What follows belongs to an exercise in optimizing a design on an open flow for small area, a short achievable clock period and few clock cycles; a production flow would make more cautious choices. Function was checked by simulation only, so behaviour that the tests miss may differ from the original. No activity file was given, so power comes from the tool's default toggle rates.

// RISC_V
module RISC_V(
    input clk,
    input reset,
    output [31:0] imem_addr,
    input [31:0] imem_data,
    output [31:0] dmem_addr,
    output [31:0] dmem_wdata,
    output dmem_we,
    input [31:0] dmem_rdata
    );
==> flow/config.mk <==
export PLATFORM = sky130hd
export DESIGN_NAME = RISC_V
export DESIGN_NICKNAME = RISC_V
export VERILOG_FILES = /design/flow/design.v
export SDC_FILE = /design/flow/constraint.sdc
export NUM_CORES = 4
export LEC_CHECK = 0
export CAP_MARGIN = 20
export CORE_MARGIN = 2
export CORE_UTILIZATION = 45
export PLACE_DENSITY = 0.6
export SLEW_MARGIN = 20
==> flow/constraint.sdc <==
create_clock -name core_clock -period 10.0 [get_ports {clk}]
set_input_delay 2.0000 -clock core_clock [delete_from_list [all_inputs] [get_ports {clk}]]
set_output_delay 2.0000 -clock core_clock [all_outputs]
set_load 0.01 [all_outputs]
standard.sh (not shown) runs the stock make flow with config.mk's settings and CLKGATE_MAP_FILE= SYNTH_SCRIPT=/design/flow/synth_recipe.tcl, a recipe that flattens the netlist after the stock synthesis.
==> flow/flow/run.sh <==
#!/bin/bash
# Layout flow: the standard ORFS flow (standard.sh) with these changes,
# made through a config file that includes the standard flow's config.mk:
#  * the full-adder, half-adder and majority cells are kept out of synthesis
#    and repair, so Yosys does not extract the RTL's parallel-prefix adders
#    into ripple chains of fa/ha cells and ABC does not rebuild carry chains
#    out of maj3 cells (the synthesis script and its register mapping are
#    unchanged);
#  * the delay cells (clkdlybuf4s*, dlygate*, dlymetal*) are kept out, so the
#    port buffers and repair use ordinary buffers;
#  * MATCH_CELL_FOOTPRINT=0, so repair may resize a cell to any drive
#    strength, not only to cells of the same width;
#  * timing repair aims at SETUP_SLACK_MARGIN ns (flow/margin.txt) of slack
#    against the design's clock, so repair_timing keeps working below the
#    10 ns period.
# Each tool's output is in flow.log (make) and the ORFS logs under orfs/logs.
set -euo pipefail
HERE=$(pwd)
MARGIN=$(cat flow/margin.txt)
cat > config_own.mk <<EOF2
include $HERE/config.mk
export DONT_USE_CELLS += sky130_fd_sc_hd__fa_1 sky130_fd_sc_hd__fa_2 sky130_fd_sc_hd__fa_4 sky130_fd_sc_hd__ha_1 sky130_fd_sc_hd__ha_2 sky130_fd_sc_hd__ha_4 sky130_fd_sc_hd__maj3_1 sky130_fd_sc_hd__maj3_2 sky130_fd_sc_hd__maj3_4
export DONT_USE_CELLS += sky130_fd_sc_hd__clkdlybuf4s15_1 sky130_fd_sc_hd__clkdlybuf4s15_2 sky130_fd_sc_hd__clkdlybuf4s18_1 sky130_fd_sc_hd__clkdlybuf4s18_2 sky130_fd_sc_hd__clkdlybuf4s25_1 sky130_fd_sc_hd__clkdlybuf4s25_2 sky130_fd_sc_hd__clkdlybuf4s50_1 sky130_fd_sc_hd__clkdlybuf4s50_2 sky130_fd_sc_hd__dlygate4sd1_1 sky130_fd_sc_hd__dlygate4sd2_1 sky130_fd_sc_hd__dlygate4sd3_1 sky130_fd_sc_hd__dlymetal6s2s_1 sky130_fd_sc_hd__dlymetal6s4s_1 sky130_fd_sc_hd__dlymetal6s6s_1
export SETUP_SLACK_MARGIN = $MARGIN
EOF2
sed "s#DESIGN_CONFIG=[^ ]*#DESIGN_CONFIG=$HERE/config_own.mk#" standard.sh > standard_own.sh
bash standard_own.sh MATCH_CELL_FOOTPRINT=0 finish > flow.log 2>&1
==> flow/flow/margin.txt <==
6.8
Testbench counts at the start, summed over its fixed seeds: cycles 21,701.
Change:
--- a/flow/config.mk
+++ b/flow/config.mk
@@ -10,0 +11,2 @@
+export CTS_CLUSTER_DIAMETER = 80
+export CTS_CLUSTER_SIZE = 24
Sequential power barely changes.
Die area does not change.
Register-to-register slack loses 0.02 ns.

---

## old
RISC_V, a different RTL version from the one above (not shown whole).
For scale: about 4,800 cells after synthesis, ~1,300 flip-flops, ~160 I/O pins.
==> flow/config.mk <==
export PLATFORM = sky130hd
export DESIGN_NAME = RISC_V
export DESIGN_NICKNAME = RISC_V
export VERILOG_FILES = /design/flow/design.v
export SDC_FILE = /design/flow/constraint.sdc
export NUM_CORES = 4
export LEC_CHECK = 0
export CAP_MARGIN = 20
export CORE_MARGIN = 2
export CORE_UTILIZATION = 45
export PLACE_DENSITY = 0.6
export SLEW_MARGIN = 20
==> flow/constraint.sdc <==
create_clock -name core_clock -period 10.0 [get_ports {clk}]
set_input_delay 2.0000 -clock core_clock [delete_from_list [all_inputs] [get_ports {clk}]]
set_output_delay 2.0000 -clock core_clock [all_outputs]
set_load 0.01 [all_outputs]
Scripts as last shown in full above: flow/flow/run.sh, flow/flow/margin.txt
Testbench counts of old, summed over its fixed seeds: cycles 21,701.
Modified inputs, new compared to old
Settings: an added CTS_CLUSTER_SIZE of 24; an added CTS_CLUSTER_DIAMETER of 80.
Compared with old, new shows a lower register-to-register slack. Fmax: new lower than old. old → new: number of distinct library cell variants in the gate-level netlist after synthesis stayed essentially flat, non-clock buffer count shows a reduction of 4. Flip-flop and latch count came out exactly the same in old and new. NOTE: global-route track usage on met1 in new exceeds that of old.

port drivers added, routing unchanged:
In the flow no input, the clock included, has a driving cell. The finished layouts below were timed again as built, in two steps. Step 1, drivers: a clkbuf_16 drives clk and a buf_2 each remaining input, both assumed. Step 2, shift: input delay + t, output delay - t, t = (earliest + latest rising clock arrival at the registers) / 2. This alone moves slack from input paths to output paths. a / b / c = no drivers / after step 1 / after step 2; a / b = the first two.
run | shift t [ns] | slack for setup (ns) | worst data-port slew with drivers (ns) | cell pins on the clock port's net
the first run of note 1 | 0.870 | 6.569 / 6.494 / 5.787 | 0.07 | 1
the second run of note 1 | 0.800 | 6.513 / 6.553 / 5.755 | 0.07 | 1
old | 0.889 | 6.418 / 6.418 / 5.677 | 0.06 | 1
new | 0.816 | 6.342 / 6.342 / 5.683 | 0.06 | 1
After both steps every run listed still meets setup and hold. The setup slack of the first run of note 1, which loses most, moves by -0.075 ns with the drivers and by -0.782 ns with both steps.
